Background: an optimization exercise with open tools, aiming at small area and a short achievable clock period. Do not read the settings as production practice.
Where RTL was checked, it was by simulation tests only, not by an equivalence proof against the original.
Power figures rest on the tool's default switching activity, not on a simulated workload.

// fp_adder
module fp_adder (clk, rst, A, B, res);
  input clk;
  input rst;
  input [31:0] A;
  input [31:0] B;
  output reg [31:0] res;
  wire [7:0] eA = A[30:23];
  wire [7:0] eB = B[30:23];
  wire [7:0] ep = eA ^ ~eB;
  wire [7:0] eg [0:3];
  wire [7:0] et [0:3];
  assign eg[0] = eA & ~eB;
  assign et[0] = ep;
  genvar l, i;
  generate
    for (l = 0; l < 3; l = l + 1) begin : elev
      for (i = 0; i < 8; i = i + 1) begin : ebit
        if ((i >> l) & 1) begin : cmb
          localparam integer J = ((i >> l) << l) - 1;
          assign eg[l+1][i] = eg[l][i] | (et[l][i] & eg[l][J]);
          assign et[l+1][i] = et[l][i] & et[l][J];
        end else begin : pas
          assign eg[l+1][i] = eg[l][i];
          assign et[l+1][i] = et[l][i];
        end
      end
    end
  endgenerate
  wire       gt   = eg[3][7];
  wire [7:0] d_ab = ep ^ {eg[3][6:0] | et[3][6:0], 1'b1};
  wire [7:0] d_ba = ~(ep ^ {eg[3][6:0], 1'b0});
  wire [7:0] d    = gt ? d_ab : d_ba;
  reg  [22:0] x1;      
  reg  [22:0] m1;      
  reg  [7:0]  d1;      
  reg  [7:0]  e1;      
  reg         s1;      
  reg         sub1;    
  always @(posedge clk) begin
    x1   <= A[22:0] ^ B[22:0];
    m1   <= gt ? B[22:0] : A[22:0];
    d1   <= d;
    e1   <= gt ? eA : eB;
    s1   <= gt ? A[31] : B[31];
    sub1 <= A[31] ^ B[31];
  end
  wire [22:0] l1   = m1 ^ x1;
  wire        big1 = |d1[7:5];
  wire [22:0] sh   = big1 ? 23'd0 : (m1 >> d1[4:0]);
  wire        d0   = (d1 == 8'd0);
  wire        lnz  = |l1;
  wire        mnz  = |m1;
  wire        e255 = &e1;
  wire        nan  = e255 & (lnz | (d0 & mnz));
  wire        z    = (e1 == 8'd0) & ~lnz;
  reg  [22:0] l2;
  reg  [22:0] m2;
  reg  [7:0]  e2;
  reg         s2;
  reg         sub2;
  ...
==> flow/config.mk <==
export PLATFORM = sky130hd
export DESIGN_NAME = fp_adder
export DESIGN_NICKNAME = fp_adder
export VERILOG_FILES = /design/flow/design.v
export SDC_FILE = /design/flow/constraint.sdc
export NUM_CORES = 4
export LEC_CHECK = 0
export ABC_AREA = 1
export CAP_MARGIN = 20
export CORE_MARGIN = 2
export CORE_UTILIZATION = 55
export CTS_BUF_LIST = sky130_fd_sc_hd__clkbuf_8
export CTS_CLUSTER_SIZE = 60
export SETUP_SLACK_MARGIN = 3.0
export SLEW_MARGIN = 20
==> flow/constraint.sdc <==
create_clock -name core_clock -period 5.0 [get_ports {clk}]
set_input_delay 1.0000 -clock core_clock [delete_from_list [all_inputs] [get_ports {clk}]]
set_output_delay 1.0000 -clock core_clock [all_outputs]
set_load 0.01 [all_outputs]
standard.sh (not shown) runs the stock make flow with config.mk's settings and CLKGATE_MAP_FILE= SYNTH_SCRIPT=/design/flow/synth_recipe.tcl, a recipe that flattens the netlist after the stock synthesis.
==> flow/flow/run.sh <==
#!/bin/bash
# Standard layout with two changes: adders are left to ABC instead of the
# full/half adder cells, and the port buffers are buf_2 instead of delay cells.
export ADDER_MAP_FILE=
export BUFFER_PORTS_ARGS="-buffer_cell sky130_fd_sc_hd__buf_2"
bash standard.sh > standard.log 2>&1
==> next run, changes <==
==> flow/flow/run.sh (replaced) <==
#!/bin/bash
# Standard layout with three changes:
#  - adders are left to ABC instead of the full/half adder cells;
#  - ABC maps for least area under a 1200 ps delay target (map -D 1200) instead of
#    its own shortest delay, leaving the critical paths to timing repair;
#  - the port buffers are buf_2 instead of delay cells.
set -e
rm -rf scripts && cp -r "$FLOW_HOME/scripts" scripts
printf '%s\n' strash dch "map -D 1200" topo "stime -c" "buffer -c" "upsize -c" "dnsize -c" > scripts/abc_area.script
export ADDER_MAP_FILE=
export BUFFER_PORTS_ARGS="-buffer_cell sky130_fd_sc_hd__buf_2"
bash standard.sh SCRIPTS_DIR="$PWD/scripts" finish > standard.log 2>&1
- CTS_CLUSTER_SIZE: 60 -> 40
Effect: The changed run finished clean; die area is lower by a few percent; critical path depth is lower by 1; wire length is higher by roughly a tenth; first-iteration DRC count is higher by a few percent; clock skew hardly moves; power is higher by roughly a tenth; setup slack degrades by 0.20 ns; cell area is higher by roughly a tenth; maximum frequency is lower by roughly a tenth; area after synthesis is lower by a few percent; core utilization is higher by 9.2 points.
==> next run, changes <==
==> flow/flow/run.sh (replaced) <==
#!/bin/bash
# Standard layout with three changes: adders are left to ABC instead of the
# full/half adder cells, the port buffers are buf_2 instead of delay cells,
# and non-critical gates are downsized after global routing.
export ADDER_MAP_FILE=
export BUFFER_PORTS_ARGS="-buffer_cell sky130_fd_sc_hd__buf_2"
export RECOVER_POWER=100
bash standard.sh > standard.log 2>&1
Effect: Core utilization goes down by 10 points. Clock skew hardly moves. Critical path depth goes up by 3. Clock power barely changes. First-iteration DRC count goes down by 16%. Global-route usage goes down by 0.90 points. Routed wire length goes down by 11%. Total power goes down by 10%. Maximum frequency goes down by 32%. Sequential power hardly moves. Via count goes up by 0.48%.
==> next run, changes <==
==> flow/flow/run.sh (replaced) <==
#!/bin/bash
# Standard layout with two changes: adders are left to ABC instead of the
# full/half adder cells, and the port buffers are buf_2 instead of delay cells.
export ADDER_MAP_FILE=
export BUFFER_PORTS_ARGS="-buffer_cell sky130_fd_sc_hd__buf_2"
bash standard.sh > standard.log 2>&1
- CORE_UTILIZATION: 55 -> 62
=> The changed run completed with no timing, DRC or antenna violations; sequential share of layout area falls by 1.6 points; worst hold slack degrades by 0.0031 ns; synthesized area is unchanged; combinational power increases by roughly a tenth; clock-buffer cell count stays the same; worst setup slack improved by 1.2 ns; global-route usage is higher by 2.7 points; maximum frequency goes up by well over a third; total power is higher by a few percent; via count goes up slightly; wire length climbs by a few percent.

========
== build 59 ==
Starting RTL as in the previous note.
export LEC_CHECK = 0
export ABC_AREA = 1
export CAP_MARGIN = 20
export CORE_MARGIN = 2
export CORE_UTILIZATION = 58
export CTS_BUF_LIST = sky130_fd_sc_hd__clkbuf_8
export CTS_CLUSTER_SIZE = 40
export SETUP_SLACK_MARGIN = 3.0
export SLEW_MARGIN = 20
create_clock -name core_clock -period 5.0 [get_ports {clk}]
==> flow/flow/run.sh <==
#!/bin/bash
# Standard layout with two changes: adders are left to ABC instead of the
# full/half adder cells, and the port buffers are buf_2 instead of delay cells.
export ADDER_MAP_FILE=
export BUFFER_PORTS_ARGS="-buffer_cell sky130_fd_sc_hd__buf_2"
bash standard.sh > standard.log 2>&1
Build 59: flow completed, timing, DRC and antenna clean
Setup changes, build 59 to build 86
==> flow/flow/run.sh <==
#!/bin/bash
# Standard layout with three changes:
#  - adders are left to ABC instead of the full/half adder cells;
#  - ABC maps for least area under a 1400 ps delay target (map -D 1400) instead of
#    its own shortest delay, leaving the critical paths to timing repair;
#  - the port buffers are buf_2 instead of delay cells.
set -e
rm -rf scripts && cp -r "$FLOW_HOME/scripts" scripts
printf '%s\n' strash dch "map -D 1400" topo "stime -c" "buffer -c" "upsize -c" "dnsize -c" > scripts/abc_area.script
export ADDER_MAP_FILE=
export BUFFER_PORTS_ARGS="-buffer_cell sky130_fd_sc_hd__buf_2"
bash standard.sh SCRIPTS_DIR="$PWD/scripts" finish > standard.log 2>&1
--- a/flow/config.mk
+++ b/flow/config.mk
@@ -11 +11 @@
-export CORE_UTILIZATION = 58
+export CORE_UTILIZATION = 55
==> comparison <==
- Build 59 → build 86: area after synthesis decreased 5.3%; non-clock buffer count +about 37%; fraction of area in registers shrank by 2.2 points.
- Relative to build 59, power attributed to the clock group has gone down in build 86.
- HPWL after detailed placement (lower): build 86
--- input diff build 86..build 2 ---
==> flow/flow/run.sh <==
#!/bin/bash
# Standard layout with two changes: adders are left to ABC instead of the
# full/half adder cells, and the port buffers are buf_2 instead of delay cells.
export ADDER_MAP_FILE=
export BUFFER_PORTS_ARGS="-buffer_cell sky130_fd_sc_hd__buf_2"
bash standard.sh > standard.log 2>&1
--- a/flow/config.mk
+++ b/flow/config.mk
@@ -14 +14 @@
-export SETUP_SLACK_MARGIN = 3.0
+export SETUP_SLACK_MARGIN = 2.95
Sequential portion of the cell area: build 2 higher than build 86
What build 86 reported for synthesized cell count has to be multiplied by 1.19 to get the figure for build 2.
Core utilization: build 2 lower than build 86
[diff] worst setup slack, build 2 relative to build 86: improvement
Taking build 2 as 1.0, build 86 lands at 1.10 on power.
#### Input delta (build 21 over build 2)
--- a/flow/config.mk
+++ b/flow/config.mk
@@ -14 +14 @@
-export SETUP_SLACK_MARGIN = 2.95
+export SETUP_SLACK_MARGIN = 3.05
The power share of the combinational group of build 21 exceeds that of build 2 by 4.5 points.
Diff build 2..build 21 | die width | unchanged
Comparing build 21 and build 2, the higher area of all placed cells without fillers was measured on build 21.

========
Another version of the RTL of fp_adder (not shown whole).
For scale: ~1200 cells after synthesis, about 98 I/O pins, ~0.0088 mm² of cells after synthesis.
export LEC_CHECK = 0
export ABC_AREA = 1
export CAP_MARGIN = 20
export CORE_MARGIN = 2
export CORE_UTILIZATION = 55
export CTS_BUF_LIST = sky130_fd_sc_hd__clkbuf_8
export CTS_CLUSTER_SIZE = 40
export SETUP_SLACK_MARGIN = 3.0
export SLEW_MARGIN = 20
export SYNTH_HIERARCHICAL = 1
create_clock -name core_clock -period 5.0 [get_ports {clk}]
==> flow/flow/run.sh <==
#!/bin/bash
# Standard layout with two changes: adders are left to ABC instead of the
# full/half adder cells, and the port buffers are buf_2 instead of delay cells.
export ADDER_MAP_FILE=
export BUFFER_PORTS_ARGS="-buffer_cell sky130_fd_sc_hd__buf_2"
bash standard.sh > standard.log 2>&1
The starting point went through all stages and came out clean.
Change:
- SETUP_SLACK_MARGIN: 3.0 -> 3.1
What happened: Non-clock buffer count goes up by 8; worst setup slack is better by 0.038 ns; wire length rises by 5.1%; cell area climbs by about 2.7%; clock power stays flat; combinational power grows by about 7%; via count goes up by 1.5%; utilization goes up by 1.8 points; global-route usage goes up by 1.2 points; total power grows by about 2.4%; critical path depth is lower by 1.
Function was not checked in any run of this note: the RTL went through the layout flow alone.

re-timing with driven ports:
How much do the figures lean on ideal ports? The routed layouts below were timed once more, with nothing changed but the port constraints. Step 1 assumes that a clkbuf_16 drives the clock port and a buf_2 every other input. Step 2 adds t to the input delays and takes it off the output delays; t is the mean of the earliest and latest rising clock arrival at the registers after step 1. Input paths then give back, and output paths get back, about the clock's delay inside the block. Three values: ideal, step 1, step 2; two values: the first two.
run | t (ns) | setup slack, ns | worst data-port slew with drivers (ns)
the first run of note 1 | 0.505 | 3.056 / 3.053 / 2.572 | 0.03
the second run of note 1 | 0.511 | 2.853 / 2.853 / 2.360 | 0.05
the third run of note 1 | 0.508 | 1.842 / 1.862 / 1.353 | 0.03
the fourth run of note 1 | 0.496 | 3.006 / 3.023 / 2.526 | 0.03
build 59 | 0.496 | 3.042 / 3.052 / 2.562 | 0.03
build 86 | 0.508 | 2.790 / 2.790 / 2.307 | 0.05
build 2 | 0.500 | 2.990 / 3.007 / 2.507 | 0.03
build 21 | 0.496 | 3.028 / 3.040 / 2.544 | 0.04
the first run of note 3 | 0.514 | 3.009 / 3.009 / 2.614 | 0.03
the second run of note 3 | 0.508 | 3.047 / 3.043 / 2.643 | 0.03
After both steps setup and hold are still met in every run listed. The setup slack of the second run of note 1, which loses most, moves by 0.000 ns with the drivers and by -0.493 ns with both steps.
